Context: an optimization exercise on an open-source flow, tuned for small area and a short achievable clock period. The choices shown serve that exercise and are no tape-out recipe.
Function was not checked in any run shown here: the RTL went through the layout flow alone.

==> flow/design.v, too long to show whole: its modules and the start of the top module <==
// module fa_pair: 38 lines
// module fa_one: 30 lines
// module pa_a8: 28 lines
// module pa_a23: 86 lines
// module pa_a24: 88 lines
// module pa_a25: 92 lines
// module stage1: 6 lines
// module fm707: 283 lines
// module fm707_add: 170 lines
// module fm707s: 283 lines
// module fm707s_add: 96 lines
// module stage2: 27 lines
// module mux8to1: 14 lines
// module fft: 32 lines
module fft(rst,s,x0,x1,x2,x3,x4,x5,x6,x7,real_out,img_out,clk);
  // ...
==> flow/flow/run.sh <==
#!/bin/bash
export SETUP_SLACK_MARGIN=47
bash standard.sh > standard.log 2>&1
==> flow/standard.sh <==
#!/bin/bash
# synth_recipe.tcl (not shown) runs the flow's synth.tcl, then flattens the netlist and writes it again
# the make line also repeats each setting of config.mk as NAME=value (left out here)
make -C /OpenROAD-flow-scripts/flow DESIGN_CONFIG=/design/flow/config.mk WORK_HOME=/design/flow/orfs CLKGATE_MAP_FILE= SYNTH_SCRIPT=/design/flow/synth_recipe.tcl "${@:-finish}"
==> flow/config.mk <==
export PLATFORM = sky130hd
export DESIGN_NAME = fft
export DESIGN_NICKNAME = fft
export VERILOG_FILES = /design/flow/design.v
export SDC_FILE = /design/flow/constraint.sdc
export NUM_CORES = 8
export LEC_CHECK = 0
export ABC_AREA = 1
export CAP_MARGIN = 20
export CORE_MARGIN = 2
export CORE_UTILIZATION = 40
export SLEW_MARGIN = 20
==> flow/constraint.sdc <==
create_clock -name core_clock -period 72.0 [get_ports {clk}]
set_input_delay 14.4000 -clock core_clock [delete_from_list [all_inputs] [get_ports {clk}]]
set_output_delay 14.4000 -clock core_clock [all_outputs]
set_load 0.01 [all_outputs]
==> metrics.md, run 1 <==
| Metric | Value |
|---|---|
| Sum of routed wire segments on met1 | 116000 µm |
| CTS sink cnt | about 360 |
| Post-Synth Simple-Gate Area | 23.0% |
| WHS Endpoint | qM3[31] |
| Top FF cell, synth | dfxtp_1 |
| Die Wd | around 420 µm |
| Layout Skew | 0.0451 ns |
| Combinational family with the most area after synthesis | adder cells |
| Arrival time worst endpoint | 10.06 ns |
| Critical path buffers and inverters | 9 |
| Post-route insts no fill | roughly 14000 |
| Post-synth EDFFs | 0 |
| Hold WC Path Type | flip-flop to flip-flop |
| Total track usage | 26.7% |
| FF-to-FF Start | qP2[63] |
| Ys Warns | 4 |
| Top cells by area, synth | ha_1, nand2_1, fa_1 |
| Met3 WL post-DR | 13300 µm |
| Post-Syn Instances | approximately 11000 |
| FMAX | approximately 0.041 GHz |
| Die area | 0.180 mm² |
| R2R cell count | 72 |
| Crit Path Category | flip-flop to output pin |
| Hold Path Stages | 0 |
| Worst Path Max Fanout | 45 |
| Clock transition at path regs | 0.06 ns |
| Synth unique cells | 83 |
| Syn-to-layout area delta | 10.8% |
| Largest area contributor in the netlist | ha_1 |
| Final Critical Period | roughly 24 ns |
| Hold-fix buffers, CTS | 0 |
| Final Hold Vio Count | 0 |
| Signal buf overhead | 5.78% |
| Clk latency of the worst-skew pair | 0.60 ns |
| Multi-input gates | 8302 |
| Placed cell count | 13400 |
| DRC Markers | 0 |
| Req. time, crit path | 57.60 ns |
| Status | finished clean |
| Routability cong. | around 1.0 |
| Top delay family on crit path | compound AO/OA/AOI/OAI gates |
==> run 2: changes to the inputs <==
--- a/flow/config.mk
+++ b/flow/config.mk
@@ -8,5 +8,6 @@
 export ABC_AREA = 1
 export CAP_MARGIN = 20
 export CORE_MARGIN = 2
-export CORE_UTILIZATION = 40
+export CORE_UTILIZATION = 65
+export PLACE_DENSITY = 0.75
 export SLEW_MARGIN = 20
==> run 2 against run 1 <==
  * Still clean on timing, DRC and antenna
  * Critical endpoint is now real_out[29]
  * Critical path depth grew 1
  * Via count grew 5.7%
==> metrics.md, run 2 <==
| Metric | Value |
|---|---|
| Worst flop-to-flop path endpoint | qX[30] |
| Syn-to-layout area delta | 8.86% |
| Clock transition at path regs | 0.07 ns (about the same) |
| CTS tree | yes |
| H-tree levels | 2 |
| TritonCTS Buffers | 40 |
| Most common cell after layout, fill and taps aside | nand2_1 |
| Sequential cell area | just over 0.007 mm² |
| Fin nets | 12600 |
| Hold Path Stages | 0 (unchanged) |
| Worst slew margin | about a quarter |
| Rows | 120 |
| Top cells by area, synth | ha_1, nand2_1, fa_1 |
| Critical Path Slowest Stage Cell | o21ai_0 |
| Cell with the most instances on the worst path | o21ai_0 |
| CTS root buf | clkbuf_16 |
| DRC Markers | 0 (unchanged) |
| Routability cong. | 1.07 (+6.5%) |
| #FFs+latches synth | 359 |
| Final Hold Vio Count | 0 (unchanged) |
| Vias/cell | 6.08 |
| Final worst setup slack | 47.47 ns |
| Largest area contributor in the netlist | ha_1 |
| Wire length per cell | 19.8 µm |
| FF-to-FF Start | qP2[63] |
| Final max-slew violation count | 0 |
| Most frequent cells in the layout | nand2_1, inv_1, o21ai_0 |
| R2r setup slk | 55.55 ns |
| Ratio of cells with drive above 1 in the final layout | 5.47% |
| Cell Area, Placed | 0.0741 mm² |
| CP peak stage delay | ~0.8 ns |
| Top delay family on crit path | compound AO/OA/AOI/OAI gates |
| Filler Cell Count | 8912 |
| WHS Endpoint | qM3[31] |
| Ys Warns | 4 (unchanged) |
| Max-Cap Viols | 0 |
| Clk latency of the worst-skew pair | 0.62 ns (+0.02 ns) |
| Die area | 0.111 mm² (-38%) |
| Io pins | 325 |
| R2R cell count | 70 (-2.8%) |
| CTS sink cnt | 359 (unchanged) |
| Asr flop ratio synth | 0% |
| GRT Residual Overflow | 0 |
| Die Wd | 333 µm (-21%) |
| DRT iter0 DRCs | 9549 |
| Antenna Violating Nets Remaining | 0 |
| Pin count of the biggest net entering global routing | 109 |
| Worst-Margin Slew | 1.12 ns |
| Global-route wire length before repair | around 380000 µm |
| Critical path buffers and inverters | 4 (-5) |
| Area of the multi-input gates | 0.0543 mm² |
| Final Critical Period | 24.53 ns (+0.0768 ns) |
| Final Instance Area | 0.0767 mm² |
| Post-synth EDFFs | 0 (unchanged) |
| Mapped cell area | 0.0705 mm² |
| Top FF cell, synth | dfxtp_1 |
| HPWL Detailed | 205000 µm |
| Hold Startpoint | qQ2[62] |
| Dpl ws | 45.74 ns |
| Die Y | 333 µm |
| Total track usage | 42.8% (+16 points) |
| Critical Path End Type | output pin |
| Post-synth top cells | nand2_1, inv_1, o21ai_0 |
| Status | finished clean |
| Worst Path Max Fanout | 33 (-27%) |
| FMAX | 0.0408 GHz (-0.31%) |
| RSZ-0062 raised after global routing | false |
| Input/output buffers | ~320 |
| Fin Setup TNS | 0 ns |
| Endpoints failing setup | 0 |
| Vias in the first global route | 70400 |
| Layout Skew | 0.0646 ns (+0.0195 ns) |
| Req. time, crit path | 57.60 ns (about the same) |
| Final period utilization | 34.1% |
| Hold-fix buffers, CTS | 0 (unchanged) |
| Hold WC Path Type | flip-flop to flip-flop |
| Yosys top cell area share | 14.0% |
| Clk buf depth | 3 |
| Core Region | 0.107 mm² |
| Synth unique cells | 83 (unchanged) |
| Via count | 76700 |
| Initial Utilization | 65.7% |
| Drt total wl | 250000 µm |
| Initial antenna violation count | 10 |
| Drt pass-1 iters | 8 |
| Crit Path Category | flip-flop to output pin |
| Post-Syn Instances | 11100 (unchanged) |
| Count leader, synth | nand2_1 |
| Arrival time worst endpoint | 10.13 ns (+0.07 ns) |
| Net count after synthesis | approximately 13000 |
| Worst Setup Start Kind | flip-flop |
| Avg Synthesized Cell Area | 6.33 µm² |
| Sequential area share after synthesis | 10.2% |
==> run 2: cell counts after synthesis <==
Identical to the previous run, type by type.
==> run 2: worst max-delay path by stage <==
stage                     start            to  cells past startpoint
after floorplan           qs[0]  real_out[30]                     52
after global placement     s[0]        qY[30]                     56
after detailed placement   s[0]        qY[30]                     56
after CTS                 qs[0]  real_out[30]                     57
after global routing      x5[1]       qP2[60]                     56
final                     qs[0]  real_out[29]                     49
==> run 2: final cells by class <==
class                   count  area share, %
clock buffers              47           1.40
repair buffers            455           5.80
clock inverters            27          0.372
diodes                      6         0.0196
inverters                1996           9.90
multi-input cells        8298           70.7
well taps                1403           2.29
flip-flops and latches    359           9.38
repair inverters           13         0.0913
==> run 2: metrics by stage <==
stage	hold slack [ns]	util, %	instances
detailed placement	0.333	69.0	12500
CTS	0.346	70.5	12600
finish	0.347	71.5	12600
floorplan	0.310	-	11100
global route	0.365	71.5	12600
global placement	0.318	69.0	12500
==> run 2: routing by layer <==
layer,vias up,global-route usage (%),part of all wire (%)
met3,913,7.87,11
met1,35000,55.3,39
met2,4651,66.9,43
li1,36100,-,-
met4,4,25.2,7.1
met5,-,0,0.013
==> run 2: what timing repair did <==
action	4_1_cts	5_1_grt
endpoints found under the setup margin	68	205
resized for setup	43	165
setup buffers	9	28
gates cloned	5	16
pin swaps	2	9
==> run 2: cell families (layout without fill, tap and decap cells) <==
family / after synthesis / after routing / synth area share [%]
XOR/XNOR: 332 / 332 / 4.24
multiplexers: 104 / 104 / 1.53
other: 0 / 6 / 0
buffers and inverters: 2488 / 2538 / 13.6
adder cells (fa/ha/maj): 1193 / 1193 / 25.5
AND/OR/NAND/NOR: 3915 / 3916 / 23.0
flip-flops: 359 / 359 / 10.2
AO/OA/AOI/OAI: 2752 / 2753 / 21.9
==> run 3: changes to the inputs <==
==> flow/flow/run.sh (replaced) <==
#!/bin/bash
export SETUP_SLACK_MARGIN=47
export BUFFER_PORTS_ARGS="-buffer_cell sky130_fd_sc_hd__buf_2"
bash standard.sh > standard.log 2>&1
--- a/flow/config.mk
+++ b/flow/config.mk
@@ -8,6 +8,5 @@
 export ABC_AREA = 1
 export CAP_MARGIN = 20
 export CORE_MARGIN = 2
-export CORE_UTILIZATION = 65
-export PLACE_DENSITY = 0.75
+export CORE_UTILIZATION = 40
 export SLEW_MARGIN = 20
==> run 3 against run 2 <==
  * Still clean on timing, DRC and antenna
  * Sequential cell count did not move
  * Final cell count rose by 7.4%
  * Synthesized cell count did not move
  * Global-route usage fell by 16 points
  * Count of clock-buffer cells in the layout rose by 2
  * Fmax rose by 1.1%
  * Worst setup slack improved by 0.26 ns
  * Clock skew fell by 0.045 ns
  * Critical endpoint is now real_out[30]
  * Largest cell class unchanged
==> metrics.md, run 3 <==
| Metric | Value |
|---|---|
| TritonCTS Buffers | 38 (-5.0%) |
| Layout Skew | 0.0198 ns (-0.0448 ns) |
| Routability cong. | 1.00 (-6.6%) |
| Die Y | 424 µm (+27%) |
| Initial Utilization | 40.2% (-26 points) |
| Crit Path Category | flip-flop to output pin |
| Initial antenna violation count | 0 (-10) |
| CP peak stage delay | 0.41 ns (-0.39 ns) |
| Worst slew margin | 18.3% (-6.1 points) |
| Asr flop ratio synth | 0% (unchanged) |
| FF-to-FF Start | qP2[63] |
| Input/output buffers | 324 (unchanged) |
| Top FF cell, synth | dfxtp_1 |
| Fin nets | 12600 (+0.016%) |
| CTS root buf | clkbuf_16 |
| FMAX | 0.0412 GHz (+1.1%) |
| Io pins | 325 (unchanged) |
| Worst Setup Start Kind | flip-flop |
| Ys Warns | 4 (unchanged) |
| Sequential area share after synthesis | 10.2% (unchanged) |
| Drt total wl | 248000 µm (-0.51%) |
| DRC Markers | 0 (unchanged) |
| Arrival time worst endpoint | 9.88 ns (-0.25 ns) |
| Hold Startpoint | qQ2[62] |
| Yosys top cell area share | 14.0% (unchanged) |
| Final max-slew violation count | 0 (unchanged) |
| H-tree levels | 2 (unchanged) |
| Critical Path Slowest Stage Cell | fa_1 |
| Max-Cap Viols | 0 (unchanged) |
| Post-synth top cells | nand2_1, inv_1, o21ai_0 |
| DRT iter0 DRCs | 6373 (-33%) |
| Most common cell after layout, fill and taps aside | nand2_1 |
| Status | finished clean |
| Hold-fix buffers, CTS | 0 (unchanged) |
| Cell Area, Placed | 0.0738 mm² (-0.44%) |
| Worst Path Max Fanout | 73 (+120%) |
| Avg Synthesized Cell Area | 6.33 µm² (unchanged) |
| Global-route wire length before repair | 381000 µm (-0.16%) |
| Antenna Violating Nets Remaining | 0 (unchanged) |
| Clk buf depth | 3 (unchanged) |
| Fin Setup TNS | 0 ns (unchanged) |
| Most frequent cells in the layout | nand2_1, inv_1, o21ai_0 |
| Final period utilization | 33.7% (-0.36 points) |
| RSZ-0062 raised after global routing | true |
| CTS tree | yes |
| Final Instance Area | 0.0760 mm² (-0.95%) |
| HPWL Detailed | 211000 µm (+3.1%) |
| Wire length per cell | 18.4 µm (-7.3%) |
| Final Hold Vio Count | 0 (unchanged) |
| Hold WC Path Type | flip-flop to flip-flop |
| Cell with the most instances on the worst path | nand2_1 |
| GRT Residual Overflow | 0 (unchanged) |
| Critical Path End Type | output pin |
| Syn-to-layout area delta | 7.83% |
| Post-synth EDFFs | 0 (unchanged) |
| Final Critical Period | 24.28 ns (-0.258 ns) |
| Ratio of cells with drive above 1 in the final layout | 8.03% (+2.6 points) |
| Count leader, synth | nand2_1 |
| Drt pass-1 iters | 8 (unchanged) |
| Pin count of the biggest net entering global routing | 109 (unchanged) |
| Worst-Margin Slew | 1.22 ns (+0.0982 ns) |
| Top cells by area, synth | ha_1, nand2_1, fa_1 |
| Total track usage | 26.6% (-16 points) |
| Net count after synthesis | 12600 (unchanged) |
| Vias/cell | 5.33 (-12%) |
| # diodes | 0 (-6) |
| Mapped cell area | 0.0705 mm² (unchanged) |
| Post-Syn Instances | 11100 (unchanged) |
| CTS sink cnt | 359 (unchanged) |
| Req. time, crit path | 57.60 ns (about the same) |
| Vias in the first global route | 66700 (-5.2%) |
| Worst Setup SP | qs[0] |
| Core Region | 0.176 mm² (+64%) |
| Synth unique cells | 83 (unchanged) |
| Clk latency of the worst-skew pair | 0.59 ns (-0.03 ns) |
| #FFs+latches synth | 359 (unchanged) |
| Largest area contributor in the netlist | ha_1 |
| Rows | 154 (+28%) |
| Via count | 72100 (-5.9%) |
| Die area | 0.180 mm² (+62%) |
| Die Wd | 424 µm (+27%) |
| Endpoints failing setup | 0 (unchanged) |
| Clock transition at path regs | 0.07 ns (about the same) |
[run 3: area by class of cell]
cell class	instances	area (µm²)
clock inverters	19	231
flip-flops and latches	359	7190
repair inverters	12	65.1
fillers	18700	99500
repair buffers	457	2760
clock buffers	49	1030
well taps	2340	2930
multi-input cells	8301	54200
inverters	1996	7570
[run 3: cell families (layout without fill, tap and decap cells)]
group	Yosys count	in the layout	share of synthesized area (%)
simple gates	3915	3919	23.0
mux	104	104	1.53
flops	359	359	10.2
fa+ha+maj	1193	1193	25.5
compound gates	2752	2753	21.9
buf+inv	2488	2533	13.6
xor+xnor	332	332	4.24
[run 3: what timing repair did]
item / 4_1_cts / 5_1_grt
buffers inserted: 6 / 26
resized for setup: 20 / 126
setup endpoints to repair: 39 / 193
pin swaps: 2 / 9
cloned: 4 / 16
[run 3: per-stage QoR]
stage	worst slack, ns	instances	util (%)	hold WS, ns
2_1_floorplan	48.74	11100	-	0.310
3_3_place_gp	45.80	13400	42.0	0.316
3_5_place_dp	45.83	13400	42.0	0.333
4_1_cts	46.85	13500	42.8	0.334
5_1_grt	46.94	13500	43.3	0.337
6_report	47.72	13500	43.3	0.334
[run 3: critical path: cells and delay by family, from the launching register on]
kind | cells | cell delay (ns)
adder cells (fa/ha/maj) | 6 | 1.95
multiplexers | 1 | 0.29
AO/OA/AOI/OAI | 9 | 1.82
flip-flops | 1 | 0.34
XOR/XNOR | 4 | 0.72
buffers and inverters | 9 | 1.24
AND/OR/NAND/NOR | 27 | 2.92
[run 3: layer usage]
metal / vias up / part of all wire (%) / global-route usage, %
li1: 36100 / - / -
met1: 33500 / 47 / 37.3
met2: 2270 / 44 / 42.3
met3: 327 / 5.4 / 2.15
met4: 0 / 4.3 / 10.0
met5: - / 0 / 0
[run 3: final timing paths]
check                                    end  slack, ns  cells after the start
worst max-delay path            real_out[30]      47.72                     56
worst min-delay path                 qM3[31]       0.33                      0
worst max register to register        qX[30]      56.09                     78
worst min register to register       qM3[31]       0.33                      0
==> module stage2, before the edit <==
module stage2(s,P1,Q1,P2,Q2,X,Y,M3);
  input [2:0] s;
  input [64:0] P1,Q1,P2,Q2;
  output [31:0] X,Y,M3;
  function [31:0] sum_of;
    input [64:0] p;
    sum_of = p[63] ? {p[64], p[30:0]} : {p[64], p[61:31]};
  endfunction
  function [31:0] diff_of;
    input [64:0] p;
    diff_of = p[63] ? {p[62], p[61:31]} : {p[62], p[30:0]};
  endfunction
  wire [31:0] A1 = sum_of(P1), B1 = diff_of(P1), C1 = sum_of(Q1), D1 = diff_of(Q1);
  wire [31:0] A2 = sum_of(P2), B2 = diff_of(P2), C2 = sum_of(Q2), D2 = diff_of(Q2);
  wire [31:0] M1;
  fm707 m1(.a(B2), .y(M1));
  fm707s m3(.a(D2), .y(M3));
  wire odd = s[0];
  wire rho = s[1] ^ s[2];
  wire sg = odd ? rho : s[1];
  wire [31:0] ra = odd ? B1 : A1;
  wire [31:0] rb = odd ? M1 : C1;
  wire [31:0] ia = odd ? D1 : A2;
  wire [31:0] ib = odd ? M1 : C2;
  fa_one ur(.a(ra), .b({rb[31] ^ sg, rb[30:0]}), .y(X));
  fa_one ui(.a(ia), .b({ib[31] ^ sg, ib[30:0]}), .y(Y));
endmodule
==> run 4: changes to the inputs <==
--- a/flow/design.v
+++ b/flow/design.v
@@ -1210,18 +1210,22 @@
     input [64:0] p;
     diff_of = p[63] ? {p[62], p[61:31]} : {p[62], p[30:0]};
   endfunction
-  wire [31:0] A1 = sum_of(P1), B1 = diff_of(P1), C1 = sum_of(Q1), D1 = diff_of(Q1);
-  wire [31:0] A2 = sum_of(P2), B2 = diff_of(P2), C2 = sum_of(Q2), D2 = diff_of(Q2);
+  wire [30:0] mA1 = P1[63] ? P1[30:0] : P1[61:31];
+  wire [30:0] mC1 = Q1[63] ? Q1[30:0] : Q1[61:31];
+  wire [30:0] mD1 = Q1[63] ? Q1[61:31] : Q1[30:0];
+  wire [30:0] mA2 = P2[63] ? P2[30:0] : P2[61:31];
+  wire [30:0] mC2 = Q2[63] ? Q2[30:0] : Q2[61:31];
+  wire [31:0] B2 = diff_of(P2), D2 = diff_of(Q2);
   wire [31:0] M1;
   fm707 m1(.a(B2), .y(M1));
   fm707s m3(.a(D2), .y(M3));
   wire odd = s[0];
   wire rho = s[1] ^ s[2];
   wire sg = odd ? rho : s[1];
-  wire [31:0] ra = odd ? B1 : A1;
-  wire [31:0] rb = odd ? M1 : C1;
-  wire [31:0] ia = odd ? D1 : A2;
-  wire [31:0] ib = odd ? M1 : C2;
+  wire [31:0] ra = {odd ? P1[62] : P1[64], (odd == P1[63]) ? P1[61:31] : P1[30:0]};
+  wire [31:0] rb = odd ? M1 : {Q1[64], mC1};
+  wire [31:0] ia = odd ? {Q1[62], mD1} : {P2[64], mA2};
+  wire [31:0] ib = odd ? M1 : {Q2[64], mC2};
   fa_one ur(.a(ra), .b({rb[31] ^ sg, rb[30:0]}), .y(X));
   fa_one ui(.a(ia), .b({ib[31] ^ sg, ib[30:0]}), .y(Y));
 endmodule
==> run 4 against run 3 <==
  * Still clean
  * Count of clock-buffer cells in the layout decreased by 1
  * Sequential cell count unchanged
  * Highest routed layer is now met5
==> metrics.md, run 4 <==
| Metric | Value |
|---|---|
| Status | finished clean |
| Max-Cap Viols | 0 (unchanged) |
| Fin util | 43.6% (+0.33 points) |
| Worst Path Max Fanout | 52 (-29%) |
| Initial antenna violation count | 10 (+10) |
| Filler Cell Count | 18700 (+0.043%) |
| Clk latency of the worst-skew pair | 0.62 ns (+0.03 ns) |
| Final Hold Vio Count | 0 (unchanged) |
| Pin count of the biggest net entering global routing | 110 (+0.92%) |
| Vias in the first global route | 67300 (+0.86%) |
| Count leader, synth | nand2_1 |
| Layout Skew | 0.0578 ns (+0.0380 ns) |
| Fin nets | 12700 (+0.26%) |
| Post-synth EDFFs | 0 (unchanged) |
| Clock transition at path regs | 0.07 ns (about the same) |
| Hold WC Path Type | flip-flop to flip-flop |
| Critical Path End Type | flip-flop |
| Critical Path Slowest Stage Cell | a31oi_1 |
| Via count | 72100 (-0.078%) |
| Io pins | 325 (unchanged) |
| #FFs+latches synth | 359 (unchanged) |
| FMAX | 0.0411 GHz (-0.28%) |
| Drt total wl | 249000 µm (+0.13%) |
| Synth unique cells | 82 (-1.2%) |
| GRT Residual Overflow | 0 (unchanged) |
| Net count after synthesis | 12600 (+0.35%) |
| Crit Path Category | primary input to flip-flop |
| Antenna Violating Nets Remaining | 0 (unchanged) |
| Min Hold Slack | 0.326 ns (-0.00863 ns) |
| DRT iter0 DRCs | 6053 (-5.0%) |
| Most frequent cells in the layout | nand2_1, inv_1, o21ai_0 |
| DRC Markers | 0 (unchanged) |
| Top cells by area, synth | ha_1, nand2_1, fa_1 |
| Final Critical Period | 24.34 ns (+0.0685 ns) |
| Mapped cell area | 0.0704 mm² (-0.12%) |
| Avg Synthesized Cell Area | 6.29 µm² (-0.51%) |
| Syn-to-layout area delta | 8.07% |
| Final period utilization | 33.8% (+0.095 points) |
| Clk buf depth | 3 (unchanged) |
| Global-route wire length before repair | 383000 µm (+0.65%) |
| CTS sink cnt | 359 (unchanged) |
| Largest area contributor in the netlist | ha_1 |
| Cell Area, Placed | 0.0737 mm² (-0.15%) |
| CP peak stage delay | 0.50 ns (+0.09 ns) |
| Rows | 153 (-0.65%) |
| Placed cell count | 13400 (+0.22%) |
| RSZ-0062 raised after global routing | true |
| Ratio of cells with drive above 1 in the final layout | 7.85% (-0.18 points) |
| HPWL Detailed | 212000 µm (+0.49%) |
| Worst slew margin | 22.4% (+4.0 points) |
| Vias/cell | 5.32 (-0.24%) |
| Post-synth top cells | nand2_1, inv_1, o21ai_0 |
| Most common cell after layout, fill and taps aside | nand2_1 |
| Yosys top cell area share | 14.0% (+0.016 points) |
| CTS root buf | clkbuf_16 |
| Post-Syn Instances | 11200 (+0.39%) |
| Fin Setup TNS | 0 ns (unchanged) |
| Final worst setup slack | 47.66 ns (-0.0685 ns) |
| H-tree levels | 2 (unchanged) |
| Arrival time worst endpoint | 24.79 ns (+14.91 ns) |
| Final Instance Area | 0.0761 mm² (+0.10%) |
| CTS tree | yes |
| Die Wd | 424 µm (about the same) |
| TritonCTS Buffers | 39 (+2.6%) |
| Ys Warns | 4 (unchanged) |
| Initial Utilization | 40.4% (+0.22 points) |
| Post-route insts no fill | 13600 (+0.16%) |
| Area of the multi-input gates | 0.0543 mm² (+0.11%) |
| Core Region | 0.174 mm² (-0.65%) |
| Drt pass-1 iters | 10 (+2) |
| Wire length per cell | 18.3 µm (about the same) |
| Worst Setup Start Kind | primary input |
| Sequential cell area | 0.00719 mm² (unchanged) |
| Input/output buffers | 324 (unchanged) |
| Asr flop ratio synth | 0% (unchanged) |
| Total track usage | 26.7% (+0.10 points) |
| Cell with the most instances on the worst path | nand2_1 |
| Die Y | 424 µm (about the same) |
| Die area | 0.179 mm² (-0.11%) |
| Req. time, crit path | 72.45 ns (+14.85 ns) |
| Final max-slew violation count | 0 (unchanged) |
| Sequential area share after synthesis | 10.2% (+0.012 points) |
| Top FF cell, synth | dfxtp_1 |
| Dpl ws | 44.64 ns (-1.19 ns) |
| Routability cong. | 0.986 (-1.8%) |
| Worst-Margin Slew | 1.15 ns (-0.0671 ns) |
| Endpoints failing setup | 0 (unchanged) |
## run 4: cell count changes after synthesis, moves of 11 or more
| cell | previous run | this run |
|---|---|---|
| nand2_1 | 2423 | 2498 |
| clkbuf_1 | 373 | 384 |
| o21ai_1 | 103 | 145 |
| nand3_2 | 20 | 4 |
| o21ai_0 | 1489 | 1431 |
| xnor2_1 | 54 | 67 |
| buf_2 | 51 | 40 |
| mux2_2 | 25 | 5 |
| o211ai_1 | 123 | 135 |
| xor2_1 | 269 | 251 |
## run 4: worst max-delay path, delay by kind of cell
kind	cells	cell delay (ns)
buffers and inverters	9	2.28
AOI/OAI and AO/OA	11	2.51
xor gates and xnor gates	4	0.83
and+or+nand+nor	21	2.91
adders and majority gates	5	1.69
## run 4: kinds of logic after synthesis
logic type	after synthesis	share of synthesized area [%]
AO/OA/AOI/OAI	2767	22.2
XOR/XNOR	326	4.16
adder cells (fa/ha/maj)	1193	25.5
buffers and inverters	2493	13.6
flip-flops	359	10.2
multiplexers	82	1.20
AND/OR/NAND/NOR	3967	23.1
## run 4: what timing repair did
item / CTS / global route
gates resized for setup: 44 / 128
pin swaps: 1 / 11
setup endpoints to repair: 77 / 187
hold buffers: 0 / 0
cloned: 0 / 15
setup buffers: 0 / 24
## run 4: path summary, 6_finish.rpt
path                            depth (start not counted)     from  slack, ns       to
worst max-delay path                                   50     s[0]      47.66   qY[30]
worst min-delay path                                    0  qQ2[62]       0.33  qM3[31]
worst max register to register                         82  qP2[63]      56.15   qX[30]
worst min register to register                          0  qQ2[62]       0.33  qM3[31]
## run 4: routing by layer
layer	wire [µm]	global-route usage (%)	up-vias
met5	41	0	-
met4	9980	9.20	6
met3	12700	1.52	353
met2	110000	43.2	2299
met1	116000	37.5	33300
li1	-	-	36100
## run 4: layout make-up
cell class              instances  area share [%]
clock inverters                22           0.342
well taps                    2325            3.82
repair inverters                7          0.0493
repair buffers                448            3.53
inverters                    2002            10.0
diodes                          3         0.00987
flip-flops and latches        359            9.46
clock buffers                  48            1.45
multi-input cells            8341            71.3
==> module mux8to1, before the edit <==
module mux8to1(s,X,Y,M3,real_out,img_out);
  input [2:0] s;
  input [31:0] X,Y,M3;
  output [31:0] real_out,img_out;
  wire odd = s[0];
  wire rho = s[1] ^ s[2];
  wire [31:0] w = odd ? {M3[31] ^ ~rho, M3[30:0]} : Y;
  wire [31:0] rs, is;
  fa_one ur(.a(X), .b(w), .y(rs));
  fa_one ui(.a(Y), .b(M3), .y(is));
  assign real_out = (odd | ~s[1]) ? rs : X;
  assign img_out = odd ? {is[31] ^ ~s[1], is[30:0]} :
                   (~s[1] ? 32'd0 : {Y[31] ^ ~s[2], Y[30:0]});
endmodule
==> module fft, before the edit <==
module fft(rst,s,x0,x1,x2,x3,x4,x5,x6,x7,real_out,img_out,clk);
input rst;
input [31:0] x0,x1,x2,x3,x4,x5,x6,x7;
input [2:0] s;
input clk;
output [31:0] real_out,img_out;
wire [64:0] P1,Q1,P2,Q2;
stage1 s1(.x0(x0),.x4(x4),.x2(x2),.x6(x6),.P(P1),.Q(Q1));
stage1 s2(.x0(x1),.x4(x5),.x2(x3),.x6(x7),.P(P2),.Q(Q2));
localparam [64:0] ZP = {1'b0, 1'b0, 1'b1, 8'h01, 23'd0, 8'hE9, 23'd0};
reg [64:0] qP1,qQ1,qP2,qQ2;
always @(posedge clk)
begin
if(rst)
begin
qP1<=ZP; qQ1<=ZP; qP2<=ZP; qQ2<=ZP;
end
else
begin
qP1<=P1; qQ1<=Q1; qP2<=P2; qQ2<=Q2;
end
end
wire [31:0] X,Y,M3;
stage2 st2(.s(s),.P1(qP1),.Q1(qQ1),.P2(qP2),.Q2(qQ2),.X(X),.Y(Y),.M3(M3));
reg [31:0] qX,qY,qM3;
reg [2:0] qs;
always @(posedge clk)
begin
qX<=X; qY<=Y; qM3<=M3; qs<=s;
end
mux8to1 m1(.s(qs),.X(qX),.Y(qY),.M3(qM3),.real_out(real_out),.img_out(img_out));
endmodule
==> run 5: changes to the inputs <==
--- a/flow/design.v
+++ b/flow/design.v
@@ -1229,16 +1229,15 @@
   fa_one ur(.a(ra), .b({rb[31] ^ sg, rb[30:0]}), .y(X));
   fa_one ui(.a(ia), .b({ib[31] ^ sg, ib[30:0]}), .y(Y));
 endmodule
-module mux8to1(s,X,Y,M3,real_out,img_out);
+module mux8to1(s,X,Y,W,M3s,real_out,img_out);
   input [2:0] s;
-  input [31:0] X,Y,M3;
+  input [31:0] X,Y,W;
+  input M3s;
   output [31:0] real_out,img_out;
   wire odd = s[0];
-  wire rho = s[1] ^ s[2];
-  wire [31:0] w = odd ? {M3[31] ^ ~rho, M3[30:0]} : Y;
   wire [31:0] rs, is;
-  fa_one ur(.a(X), .b(w), .y(rs));
-  fa_one ui(.a(Y), .b(M3), .y(is));
+  fa_one ur(.a(X), .b(W), .y(rs));
+  fa_one ui(.a(Y), .b({M3s, W[30:0]}), .y(is));
   assign real_out = (odd | ~s[1]) ? rs : X;
   assign img_out = odd ? {is[31] ^ ~s[1], is[30:0]} :
                    (~s[1] ? 32'd0 : {Y[31] ^ ~s[2], Y[30:0]});
@@ -1267,11 +1266,13 @@
 end
 wire [31:0] X,Y,M3;
 stage2 st2(.s(s),.P1(qP1),.Q1(qQ1),.P2(qP2),.Q2(qQ2),.X(X),.Y(Y),.M3(M3));
-reg [31:0] qX,qY,qM3;
+wire [31:0] W = s[0] ? {M3[31] ^ ~(s[1] ^ s[2]), M3[30:0]} : Y;
+reg [31:0] qX,qY,qW;
+reg qM3s;
 reg [2:0] qs;
 always @(posedge clk)
 begin
-qX<=X; qY<=Y; qM3<=M3; qs<=s;
+qX<=X; qY<=Y; qW<=W; qM3s<=M3[31]; qs<=s;
 end
-mux8to1 m1(.s(qs),.X(qX),.Y(qY),.M3(qM3),.real_out(real_out),.img_out(img_out));
+mux8to1 m1(.s(qs),.X(qX),.Y(qY),.W(qW),.M3s(qM3s),.real_out(real_out),.img_out(img_out));
 endmodule
==> run 5 against run 4 <==
  * Design area grew 0.74%
  * Still clean
  * Fmax fell by 0.20%
  * Area after synthesis up 0.48%
  * Worst hold slack better by 0.15 ns
  * Via count rose by 0.68%
  * Final cell count grew 0.69%
  * Global-route usage up 0.074 points
  * Critical path depth grew 4
  * Sequential share of layout area hardly changed
  * Register-to-register slack got worse by 0.32 ns
  * Worst setup slack got worse by 0.048 ns
==> metrics.md, run 5 <==
| Metric | Value |
|---|---|
| Most common cell after layout, fill and taps aside | nand2_1 |
| Syn-to-layout area delta | 8.35% |
| CTS tree | yes |
| H-tree levels | 2 (unchanged) |
| Post-Syn Instances | 11200 (+0.40%) |
| Post-synth EDFFs | 0 (unchanged) |
| Routability cong. | 0.987 (+0.12%) |
| Critical Path End Type | output pin |
| Ys Warns | 4 (unchanged) |
| Worst-Margin Slew | 1.13 ns (-0.0179 ns) |
| Clock transition at path regs | 0.07 ns (about the same) |
| Max-Cap Viols | 0 (unchanged) |
| DR top layer | met5 |
| Antenna Violating Nets Remaining | 0 (unchanged) |
| Die area | 0.180 mm² (+0.47%) |
| Synth unique cells | 90 (+9.8%) |
| Initial Utilization | 40.2% (-0.16 points) |
| Clk buf depth | 3 (unchanged) |
| Core Region | 0.176 mm² (+0.87%) |
| TritonCTS Buffers | 40 (+2.6%) |
| Io pins | 325 (unchanged) |
| Input/output buffers | 324 (unchanged) |
| Sum of routed wire segments on met1 | 117000 µm (+1.0%) |
| Final Hold Vio Count | 0 (unchanged) |
| Clk latency of the worst-skew pair | 0.59 ns (-0.03 ns) |
| Largest area contributor in the netlist | ha_1 |
| GRT Residual Overflow | 0 (unchanged) |
| Fin nets | 12700 (+0.58%) |
| Final Critical Period | 24.39 ns (+0.0476 ns) |
| Global-route wire length before repair | 384000 µm (+0.35%) |
| Status | finished clean |
| Total track usage | 26.8% (+0.074 points) |
| Critical Path Slowest Stage Cell | fa_1 |
| DR WL met2 | 111000 µm (+1.3%) |
| RSZ-0062 raised after global routing | true |
| Yosys top cell area share | 13.9% (-0.085 points) |
| Worst Path Max Fanout | 47 (-9.6%) |
| Rows | 154 (+0.65%) |
| Avg Synthesized Cell Area | 6.30 µm² (about the same) |
| Vias in the first global route | 67600 (+0.49%) |
| Worst Setup Start Kind | flip-flop |
| Hold WC Path Type | flip-flop to flip-flop |
| Mapped cell area | 0.0707 mm² (+0.48%) |
| CP peak stage delay | 0.52 ns (+0.02 ns) |
| Sequential area share after synthesis | 10.2% (-0.020 points) |
| Endpoints failing setup | 0 (unchanged) |
| Drt pass-1 iters | 9 (-1) |
| Final period utilization | 33.9% (+0.066 points) |
| Hold-fix buffers, CTS | 0 (unchanged) |
| Ratio of cells with drive above 1 in the final layout | 8.17% (+0.33 points) |
| Die Y | 425 µm (+0.24%) |
| #FFs+latches synth | 360 (+0.28%) |
| Met3 WL post-DR | 12300 µm (-3.1%) |
| Net count after synthesis | 12700 (+0.35%) |
| Req. time, crit path | 57.60 ns (-14.85 ns) |
| Arrival time worst endpoint | 9.99 ns (-14.80 ns) |
| Top cells by area, synth | ha_1, nand2_1, fa_1 |
| R2r setup slk | 55.83 ns (-0.32 ns) |
| Pin count of the biggest net entering global routing | 99 (-10%) |
| Via count | 72600 (+0.68%) |
| Worst slew margin | 24.0% (+1.6 points) |
| Top FF cell, synth | dfxtp_1 |
| FMAX | 0.0410 GHz (-0.20%) |
| Wire length per cell | 18.4 µm (+0.48%) |
| DRT iter0 DRCs | 5693 (-5.9%) |
| Filler Cell Count | 18700 (unchanged) |
| Vias/cell | 5.32 (about the same) |
| Area of the multi-input gates | 0.0545 mm² (+0.35%) |
| Initial antenna violation count | 10 (unchanged) |
| DRC Markers | 0 (unchanged) |
| Drt total wl | 252000 µm (+1.2%) |
| Layout Skew | 0.0340 ns (-0.0238 ns) |
| Fin Setup TNS | 0 ns (unchanged) |
| Sequential cell area | 0.00722 mm² (+0.31%) |
| CTS root buf | clkbuf_16 |
| Final max-slew violation count | 0 (unchanged) |
| HPWL Detailed | 213000 µm (+0.40%) |
| Asr flop ratio synth | 0% (unchanged) |
| Post-synth top cells | nand2_1, inv_1, o21ai_0 |
| Die Wd | 425 µm (+0.24%) |
| Crit Path Category | flip-flop to output pin |
| Count leader, synth | nand2_1 |
| Min Hold Slack | 0.476 ns (+0.150 ns) |
| Cell with the most instances on the worst path | nand2_1 |
| CTS sink cnt | 360 (+0.28%) |
| Most frequent cells in the layout | nand2_1, inv_1, o21ai_0 |
[run 5: cell families after synthesis]
| group | after synthesis | synth area share, % |
|---|---|---|
| XOR/XNOR | 323 | 4.06 |
| buffers and inverters | 2510 | 13.7 |
| AND/OR/NAND/NOR | 4029 | 23.8 |
| multiplexers | 59 | 0.844 |
| flip-flops | 360 | 10.2 |
| AO/OA/AOI/OAI | 2759 | 22.1 |
| adder cells (fa/ha/maj) | 1192 | 25.4 |
[run 5: worst max-delay path: cells and delay by family, from the launching register on]
family | cells | cell delay (ns)
compound gates | 12 | 2.24
xor+xnor | 2 | 0.42
fa+ha+maj | 6 | 1.91
buf+inv | 11 | 1.57
flops | 1 | 0.48
simple gates | 23 | 2.80
[run 5: per-layer routing]
metal	track usage (%)	vias up
met5	0	-
met4	10.1	8
met3	1.64	365
met2	43.1	2251
met1	37.4	33600
li1	-	36400
[run 5: what timing repair did]
action                     in CTS  in global routing
buffers inserted                5                 35
pin swaps                       3                  7
gates cloned                    5                 17
resized for setup              39                122
setup endpoints to repair     121                220
[run 5: worst paths after layout]
| path | cells past startpoint | from | to |
|---|---|---|---|
| worst max-delay path | 54 | qW[28] | img_out[30] |
| worst min-delay path | 0 | qQ2[62] | qM3s |
| worst max register to register | 76 | qP2[63] | qX[30] |
| worst min register to register | 0 | qQ2[62] | qM3s |
[run 5: layout make-up]
class	instances	area share [%]
multi-input cells	8371	71.1
clock inverters	24	0.488
inverters	2021	10.0
repair inverters	13	0.0914
repair buffers	466	3.66
clock buffers	49	1.42
flip-flops and latches	360	9.42
diodes	4	0.0131
well taps	2340	3.82
[run 5: per-stage QoR]
| step | utilization, % | area, µm² | worst slack (ns) | cells |
|---|---|---|---|---|
| 4_1_cts | 43.1 | 75800 | 46.87 | 13600 |
| 3_3_place_gp | 42.1 | 74100 | 43.99 | 13500 |
| 6_report | 43.6 | 76600 | 47.61 | 13600 |
| 2_1_floorplan | - | 70700 | 48.43 | 11200 |
| 3_5_place_dp | 42.1 | 74100 | 43.97 | 13500 |
| 5_1_grt | 43.6 | 76600 | 46.78 | 13600 |

[port drivers added, routing unchanged]
How much do the figures lean on ideal ports? The routed layouts below were timed once more, with nothing changed but the port constraints.
Step 1 sets driving cells, clkbuf_16 on the clock port and buf_2 on the other inputs (assumed; they add their load-dependent delay and slew).
Step 2 times the ports against the registers' clock, not the clock port: input delays grow and output delays shrink by t, the midpoint of the rising clock arrivals with the driver on.
Three values: ideal, step 1, step 2; two values: the first two.
run | t, ns | setup slack, ns | worst setup path after step 2 | worst slew at a driven data input, ns | cell pins on the clock port's net
run 1 | 0.647 | 47.543 / 47.473 / 47.166 | input to register | 0.07 | 1
run 2 | 0.650 | 47.466 / 47.407 / 47.060 | input to register | 0.12 | 1
run 3 | 0.649 | 47.725 / 47.655 / 47.217 | input to register | 0.08 | 1
run 4 | 0.660 | 47.656 / 47.585 / 47.051 | input to register | 0.16 | 1
run 5 | 0.643 | 47.608 / 47.542 / 47.147 | input to register | 0.16 | 1
After both steps every run listed still meets setup and hold. For run 4, which loses most, drivers alone change the setup slack by -0.071 ns; drivers and shift together by -0.605 ns.
